Background: an optimization exercise with open tools, aiming at small area and a short achievable clock period. Do not read the settings as production practice. Function was checked by simulation only, so behaviour that the tests miss may differ from the original.

## flow/design.v (module list and top-level ports; edited modules follow where they fit)
// module Algorithmic_Multiplier: 6013 lines
// module Full_Adder: 4 lines
// module Half_Adder: 4 lines
module Algorithmic_Multiplier(
    input signed [15:0] b0, b1, b2, b3,
    input signed [15:0] x0, x1, x2, x3,
    input clk,
    output signed [15:0] y0, y1, y2, y3
);
  // ...
==> flow/run.sh <==
#!/bin/bash
# synth_recipe.tcl (not shown) runs the flow's synth.tcl, then flattens the netlist and writes it again
# the make line also repeats each setting of config.mk as NAME=value (left out here)
make -C /OpenROAD-flow-scripts/flow DESIGN_CONFIG=/design/flow/config.mk WORK_HOME=/design/flow/orfs CLKGATE_MAP_FILE= SYNTH_SCRIPT=/design/flow/synth_recipe.tcl finish
==> flow/config.mk <==
export PLATFORM = sky130hd
export DESIGN_NAME = Algorithmic_Multiplier
export DESIGN_NICKNAME = Algorithmic_Multiplier
export VERILOG_FILES = /design/flow/design.v
export SDC_FILE = /design/flow/constraint.sdc
export NUM_CORES = 4
export LEC_CHECK = 0
export CAP_MARGIN = 20
export CORE_MARGIN = 2
export CORE_UTILIZATION = 40
export SLEW_MARGIN = 20
export SYNTH_HIERARCHICAL = 1
export SYNTH_MINIMUM_KEEP_SIZE = 0
==> flow/constraint.sdc <==
create_clock -name core_clock -period 21.0 [get_ports {clk}]
set_input_delay 4.2000 -clock core_clock [delete_from_list [all_inputs] [get_ports {clk}]]
set_output_delay 4.2000 -clock core_clock [all_outputs]
set_load 0.01 [all_outputs]
==> run_results.csv, run 1 <==
group,metric,value,unit
setup_path,path_buf_inv,1,
logic_synthesis,async_flop_share,0,
place,gp_congestion,0.941,
logic_synthesis,yosys-top-cells-area,"fa_1, dfxtp_1, and2_1",
sta,finalCriticalPeriod,6.02,ns
layout,regArea,11100,um^2
clock_tree,clock_path_buffers,3,
sta,relSlewSlack,0.245,
sta,skew,0.0463,ns
status,status,"complete, no violations",
flow_run,drv_cap,0,
setup_path,cp_max_fo,17,
route,antenna_left,0,
sta,rsz0062_at_grt,"no",
logic_synthesis,synthFlopType,"dfxtp_1",
logic_synthesis,synth.top_cells.by_count,"fa_1, and2_1, dfxtp_1",
layout,final_core_util,0.451,
sta,setup_tns,0,ns
layout,largest_class,"multi-input combinational cells",
setup_path,cp_slowest_cell,"dfxtp_1",
layout,seq-cell-share,0.223,
logic_synthesis,synth_xor_area_frac,0.0546,
clock_tree,cts_max_level,3,
layout,clockNetworkAreaShare,0.0478,
clock_tree,ctsHoldBuffers,0,
setup_path,rr_worst_depth,13,
logic_synthesis,yosysTopAreaCellShare,0.482,
clock_tree,clock-sinks,554,
layout,multiInputGateArea,31400,um^2
logic_synthesis,synth_compound_area_frac,0,
route,wirelength,124,mm
route,vias_per_cell,4.85,
route,wl_met2,58.5,mm
route,wl_per_cell,24.3,um
logic_synthesis,yosysSeqAreaShare,0.251,
logic_synthesis,synth_fp_nets,4781,
die,initial_core_util,0.401,
==> run 2, diff against run 1 <==
==> flow/flow/run.sh (new file) <==
#!/bin/bash
# Standard ORFS layout, with the port buffers chosen here instead of by buffer_ports' default.
set -euo pipefail
W=$PWD
export DONT_BUFFER_PORTS=1
export PRE_GLOBAL_PLACE_TCL=$W/flow/ports.tcl
bash standard.sh > $W/standard_make.log 2>&1
==> flow/flow/ports.tcl (new file) <==
# Buffer every input and output port: small buffers on the inputs, a stronger one on the outputs.
buffer_ports -inputs -buffer_cell sky130_fd_sc_hd__buf_1
buffer_ports -outputs -buffer_cell sky130_fd_sc_hd__buf_4
==> flow/standard.sh (new file) <==
#!/bin/bash
# synth_recipe.tcl (not shown) runs the flow's synth.tcl, then flattens the netlist and writes it again
# the make line also repeats each setting of config.mk as NAME=value (left out here)
make -C /OpenROAD-flow-scripts/flow DESIGN_CONFIG=/design/flow/config.mk WORK_HOME=/design/flow/orfs CLKGATE_MAP_FILE= SYNTH_SCRIPT=/design/flow/synth_recipe.tcl "${@:-finish}"
removed: flow/run.sh
==> run 2 against run 1 <==
Flip-flop and latch count unchanged; global-route usage decreased by 0.55 points; cell area decreased by 3.4%; clock skew increased by 0.0082 ns; die area unchanged; wire length decreased by 2.4%; core utilization decreased by 1.5 points; worst hold slack got worse by 0.0012 ns; sequential share of layout area increased by 0.79 points; fmax decreased by 0.11%.
==> run_results.csv, run 2 <==
group,metric,value,unit
die,die_h,337,um
logic_synthesis,synth_warnings,7,
place,gp_congestion,0.929,
sta,finalSetupViolations,0,
clock_tree,clock_path_buffers,3,
sta,fmax,0.166,GHz
setup_path,crit_arrival,6.58,ns
sta,finalCriticalPeriod,6.03,ns
global_routing,grt_first_pass_wirelength,183,mm
logic_synthesis,yosys-top-cells-area,"fa_1, dfxtp_1, and2_1",
layout,fillers,10200,
logic_synthesis,ys_seq_elements,554,
route,remaining_drc_errors,0,
hold_path,holdCritPathClass,"reg2reg",
die,num_rows,122,
logic_synthesis,synth_area,44200,um^2
route,wl_per_cell,24.6,um
route,first_pass_iters,5,
place,hpwl,101,mm
clock_tree,post_cts_resized,0,
logic_synthesis,async_flop_share,0,
setup_path,path_delay_family,"adder cells",
global_routing,met1_usage,0.296,
setup_path,path_cells,"inv_1 -> ha_1 -> inv_1 -> fa_1 -> fa_1 -> fa_1 -> fa_1 -> fa_1 -> fa_1 -> fa_1 -> fa_1 -> fa_1 -> fa_1 -> fa_1",
route,vias_per_cell,4.88,
logic_synthesis,synth.avg_cell_area,12.8,um^2
die,core,110000,um^2
sta,finalHoldViolCount,0,
clock_tree,cts_tree,"yes",
clock_tree,cts_buffers,67,
sta,slew_viol_final,0,
status,status,"complete, no violations",
layout,final_core_util,0.436,
clock_tree,ctsHoldBuffers,0,
route,wirelength,121,mm
layout,nNetsFinal,4720,
logic_synthesis,synth_fp_nets,4781,
setup_path,cp.required,21.55,ns
global_routing,grt_max_degree,18,
logic_synthesis,synth_cell_types,20,
global_routing,use_met2,0.358,
setup_path,cpMostUsedCell,"fa_1",
setup_path,cp_max_fo,14,
logic_synthesis,yosysSeqAreaShare,0.251,
layout,drive_gt1_frac,0.0418,
sta,finalCritPeriodShare,0.287,
setup_path,worst-setup-path-type,"reg2reg",
die,dieArea,113000,um^2
place,numPortBuffers,192,
sta,skew,0.0546,ns
setup_path,cp_slowest_cell,"dfxtp_1",
route,antenna_left,0,
logic_synthesis,synth_most_common_cell,"fa_1",
global_routing,busiest_layer,"met2",
sta,rsz0062_at_grt,"no",
layout,layout_commonest_cell,"fa_1",
global_routing,grt_overflow_total,0,
sta,setup_tns,0,ns
clock_tree,clockRootBuffer,"clkbuf_16",
setup_path,cp-start-kind,"flip-flop",
global_routing,antenna_found_initial,6,
logic_synthesis,syn_inst,3454,
logic_synthesis,yosysTopAreaCellShare,0.482,
clock_tree,clk_pin_slew,0.07,ns
route,vias,24100,
clock_tree,insertion_delay,0.67,ns
layout,areaGrowthSynthToFinish,8.51,%
die,io-pin-count,193,
logic_synthesis,synthFlopType,"dfxtp_1",
clock_tree,cts_max_level,3,
logic_synthesis,synth.top_cells.by_count,"fa_1, and2_1, dfxtp_1",
global_routing,grt.total_usage,0.225,
clock_tree,cts_setup_buffers,0,
global_routing,use_met3,0.0436,
route,drtIter0Drc,1659,
setup_path,end_kind,"flip-flop",
logic_synthesis,synth-edff-count,0,
die,initial_core_util,0.401,
flow_run,drv_cap,0,
die,die_w,337,um
layout,final_area,48000,um^2
setup_path,path_buf_inv,2,
sta,relSlewSlack,0.347,
layout,mostFrequentLayoutCells,"fa_1, and2_1, dfxtp_1, inv_1, xnor2_1",
setup_path,slowest_delay,0.62,ns
global_routing,grt_pass1_vias,27600,
sta,tightest_slew,0.978,ns
place,dpl_cell_area,45500,um^2
logic_synthesis,yosysTopAreaCell,"fa_1",
clock_tree,clock-sinks,554,
==> run 2: cell counts after synthesis <==
No cell type changed its count.
==> run 2: layout make-up <==
cell class / instances / area, um^2 / share of cell area
clock inverters: 41 / 708 / 0.0147
inverters: 264 / 991 / 0.0206
multi-input cells: 2486 / 31400 / 0.653
flip-flops and latches: 554 / 11100 / 0.231
well taps: 1488 / 1860 / 0.0388
clock buffers: 80 / 1840 / 0.0383
diodes: 5 / 12.5 / 0.000261
repair buffers: 20 / 150 / 0.00313
==> run 2: final timing paths <==
| kind | startpoint | to | slack (ns) | depth (start not counted) |
|---|---|---|---|---|
| worst max register to register | xr2[0]$_DFF_P_ | fs1976_r1$_DFF_P_ | 14.97 | 14 |
| worst min register to register | n4977_r1$_DFF_P_ | n4977_r2$_DFF_P_ | 0.32 | 0 |
| worst max-delay path | xr2[0]$_DFF_P_ | fs1976_r1$_DFF_P_ | 14.97 | 14 |
| worst min-delay path | n4977_r1$_DFF_P_ | n4977_r2$_DFF_P_ | 0.32 | 0 |
==> run 2: cell families (layout without fill, tap and decap cells) <==
group                    count (synthesis)  after routing  share of synthesized area
AND/OR/NAND/NOR                       1034           1034                      0.133
other                                    0              5                          0
buffers and inverters                  414            405                     0.0405
adder cells (fa/ha/maj)               1198           1198                      0.519
XOR/XNOR                               246            246                     0.0546
flip-flops                             554            554                      0.251
multiplexers                             8              8                    0.00181
==> run 2: worst register-to-register path, cell delays in order (launching register included) <==
cell and delay [ns]:
dfxtp_1 0.62, inv_1 0.41, ha_1 0.34, inv_1 0.07
fa_1 0.48, fa_1 0.41, fa_1 0.38, fa_1 0.41
fa_1 0.40, fa_1 0.39, fa_1 0.39, fa_1 0.40
fa_1 0.39, fa_1 0.40, fa_1 0.43
==> run 2: stage by stage <==
step | setup WS (ns) | hold WS (ns) | std cells
after global placement | 15.04 | 0.310 | 4812
after CTS | 14.94 | 0.324 | 4933
after global routing | 14.80 | 0.328 | 4935
final | 14.97 | 0.323 | 4938
after floorplan | 15.50 | 0.310 | 3454
after detailed placement | 14.96 | 0.312 | 4812
==> run 2: routing by layer <==
metal,vias to the layer above,wire length [um]
li1,10100,-
met1,12800,50200
met2,883,56700
met3,254,7850
met4,2,6560
met5,-,12
==> run 2: per-module statistics from Yosys, one instance, submodules excluded <==
module	flops+latches	times used	cell area (um^2)	cells inside
Full_Adder	0	1065	20.0	1
Half_Adder	0	120	12.5	1
Algorithmic_Multiplier	554	1	21400	2269
==> run 3, diff against run 2 <==
--- a/flow/flow/run.sh
+++ b/flow/flow/run.sh
@@ -5,3 +5,4 @@
 export DONT_BUFFER_PORTS=1
 export PRE_GLOBAL_PLACE_TCL=$W/flow/ports.tcl
+export SETUP_SLACK_MARGIN=15.5
 bash standard.sh > $W/standard_make.log 2>&1
==> run 3 against run 2 <==
Still clean on timing, DRC and antenna; fmax is 11% higher; synthesized area stayed put; core utilization is 1.1 points higher; largest cell class unchanged; worst setup slack better by 0.58 ns.
==> run_results.csv, run 3 <==
group,metric,value,unit
setup_path,crit_arrival,6.01,ns
clock_tree,cts_max_level,3,
sta,whs,0.324,ns
setup_path,reg2reg_to,"fs1976_r1$_DFF_P_",
setup_path,cp_max_fo,4,
die,die_h,337,um
sta,relSlewSlack,0.361,
sta,fmax,0.183,GHz
place,numPortBuffers,192,
sta,tightest_slew,0.951,ns
route,vias_per_cell,4.90,
logic_synthesis,synth.avg_cell_area,12.8,um^2
logic_synthesis,synth_fp_nets,4781,
layout,areaGrowthSynthToFinish,11.3,%
sta,setup_slack,15.55,ns
setup_path,worst-setup-path-type,"reg2reg",
clock_tree,clk_pin_slew,0.07,ns
layout,nNetsFinal,4772,
setup_path,cp.required,21.55,ns
layout,final_area,49200,um^2
place,dp_cells,4812,
logic_synthesis,synthFlopType,"dfxtp_1",
logic_synthesis,ys_seq_elements,554,
sta,finalSetupViolations,0,
route,vias,24400,
route,wl_per_cell,24.9,um
global_routing,antenna_found_initial,10,
die,core,110000,um^2
route,drtIter0Drc,1639,
die,num_rows,122,
place,hpwl,101,mm
setup_path,reg2reg_slack,15.55,ns
global_routing,grt.total_usage,0.228,
hold_path,hp-start,"x5043_r2$_DFF_P_",
setup_path,cp-start-kind,"flip-flop",
sta,finalHoldViolCount,0,
hold_path,whs_path_depth,0,
logic_synthesis,syn_inst,3454,
layout,final_core_util,0.447,
die,initial_core_util,0.401,
global_routing,grt_max_degree,18,
logic_synthesis,yosysSeqAreaShare,0.251,
logic_synthesis,yosys-top-cells-area,"fa_1, dfxtp_1, and2_1",
setup_path,r2r_start,"xr2[0]$_DFF_P_",
logic_synthesis,synth.top_cells.by_count,"fa_1, and2_1, dfxtp_1",
layout,mostFrequentLayoutCells,"fa_1, and2_1, dfxtp_1, inv_1, xnor2_1",
route,remaining_drc_errors,0,
route,wirelength,124,mm
global_routing,grt_overflow_total,0,
place,dpl_cell_area,45500,um^2
sta,rsz0062_at_grt,"yes",
flow_run,drv_cap,0,
place,place_ws,14.96,ns
logic_synthesis,yosysTopAreaCellShare,0.482,
die,dieArea,113000,um^2
sta,skew,0.0555,ns
logic_synthesis,synth_warnings,7,
clock_tree,ctsHoldBuffers,0,
global_routing,grt_pass1_vias,27800,
clock_tree,clock_path_buffers,3,
place,gp_congestion,0.929,
hold_path,holdPathEnd,"x5043_r3$_DFF_P_",
logic_synthesis,async_flop_share,0,
clock_tree,clock-sinks,554,
die,io-pin-count,193,
sta,finalCritPeriodShare,0.260,
logic_synthesis,synth_cell_types,20,
sta,slew_viol_final,0,
layout,layout_commonest_cell,"fa_1",
status,status,"complete, no violations",
clock_tree,clockRootBuffer,"clkbuf_16",
clock_tree,insertion_delay,0.67,ns
sta,finalCriticalPeriod,5.45,ns
route,antenna_left,0,
layout,final_cells,4989,
logic_synthesis,synth_area,44200,um^2
layout,drive_gt1_frac,0.112,
route,first_pass_iters,5,
die,die_w,337,um
logic_synthesis,synth-edff-count,0,
global_routing,grt_first_pass_wirelength,185,mm
logic_synthesis,synth_most_common_cell,"fa_1",
setup_path,rr_worst_depth,14,
clock_tree,cts_buffers,67,
clock_tree,cts_tree,"yes",
sta,setup_tns,0,ns
logic_synthesis,yosysTopAreaCell,"fa_1",
setup_path,end_kind,"flip-flop",
hold_path,holdCritPathClass,"reg2reg",
[run 3: cell counts after synthesis]
Identical to the previous run, type by type.
[run 3: final cells by class]
type                            instances  area [um^2]
Inverter                              264         1030
Antenna cell                            4         10.0
Fill cell                           10000        61000
Clock buffer                           80         1840
Timing Repair Buffer                   72          587
Tap cell                             1488         1860
Clock inverter                         41          708
Multi-Input combinational cell       2486        32000
Sequential cell                       554        11300
[run 3: metal layers]
metal | GRT usage | routed length, um | vias to the layer above
li1 | - | - | 10200
met1 | 0.302 | 51400 | 13100
met2 | 0.360 | 57300 | 941
met3 | 0.0465 | 8460 | 254
met4 | 0.109 | 6910 | 4
met5 | 0 | 26 | -
[run 3: cells by family (layout without fill, tap and decap cells)]
| logic type | after synthesis | in the layout | synth area share |
|---|---|---|---|
| xor+xnor | 246 | 246 | 0.0546 |
| other cells | 0 | 4 | 0 |
| simple gates | 1034 | 1034 | 0.133 |
| mux | 8 | 8 | 0.00181 |
| fa+ha+maj | 1198 | 1198 | 0.519 |
| buf+inv | 414 | 457 | 0.0405 |
| flops | 554 | 554 | 0.251 |
[run 3: per-module statistics from Yosys, one instance, submodules excluded]
| module | cells | area, um^2 | flops+latches | times used |
|---|---|---|---|---|
| Full_Adder | 1 | 20.0 | 0 | 1065 |
| Half_Adder | 1 | 12.5 | 0 | 120 |
| Algorithmic_Multiplier | 2269 | 21400 | 554 | 1 |
[run 3: critical path, cell delays in order (launching register included)]
cell and delay [ns]:
dfxtp_4 0.42, clkinvlp_4 0.15, ha_1 0.22, inv_1 0.07
fa_2 0.48, fa_1 0.40, fa_1 0.38, fa_1 0.40
fa_1 0.40, fa_1 0.39, fa_1 0.39, fa_1 0.40
fa_1 0.39, fa_1 0.40, fa_1 0.43
[run 3: timing repair]
| item | CTS | global route |
|---|---|---|
| pin swaps | 14 | 29 |
| setup buffers | 22 | 30 |
| cloned | 0 | 0 |
| endpoints found under the setup margin | 78 | 40 |
| gates resized for setup | 137 | 115 |
[run 3: worst max-delay path by stage]
stage                           start           endpoint  slack, ns  depth (start not counted)
finish                 xr2[0]$_DFF_P_  fs1976_r1$_DFF_P_      15.55                         14
detailed placement     xr2[0]$_DFF_P_  fs1976_r1$_DFF_P_      14.96                         14
CTS                 fs1952_r1$_DFF_P_  fs4765_r2$_DFF_P_      15.46                         13
global route         x2507_r1$_DFF_P_  fs4765_r2$_DFF_P_      15.48                         14
floorplan           hs2335_r1$_DFF_P_   n4916_r2$_DFF_P_      15.50                         14
global placement       xr2[0]$_DFF_P_  fs1976_r1$_DFF_P_      15.04                         14

-- what the ideal ports hide --
The results above use ideal ports. As a check the final layouts listed here were re-extracted and re-timed, cells and wires unchanged.
Step 1 sets driving cells, clkbuf_16 on the clock port and buf_2 on the other inputs (assumed; they add their load-dependent delay and slew).
Step 2 times the ports against the registers' clock, not the clock port: input delays grow and output delays shrink by t, the midpoint of the rising clock arrivals with the driver on.
Slacks: no drivers / after step 1 / after step 2; pairs: no drivers / after step 1.
run | t, ns | setup slack, ns | hold WS [ns] | worst setup path after step 2
run 1 | 0.716 | 14.977 / 14.977 / 14.977 | 0.325 / 0.325 / 0.325 | register to register
run 2 | 0.709 | 14.971 / 14.971 / 14.971 | 0.323 / 0.323 / 0.323 | register to register
run 3 | 0.713 | 15.548 / 15.548 / 15.548 | 0.324 / 0.324 / 0.324 | register to register
After both steps setup and hold are still met in every run listed.
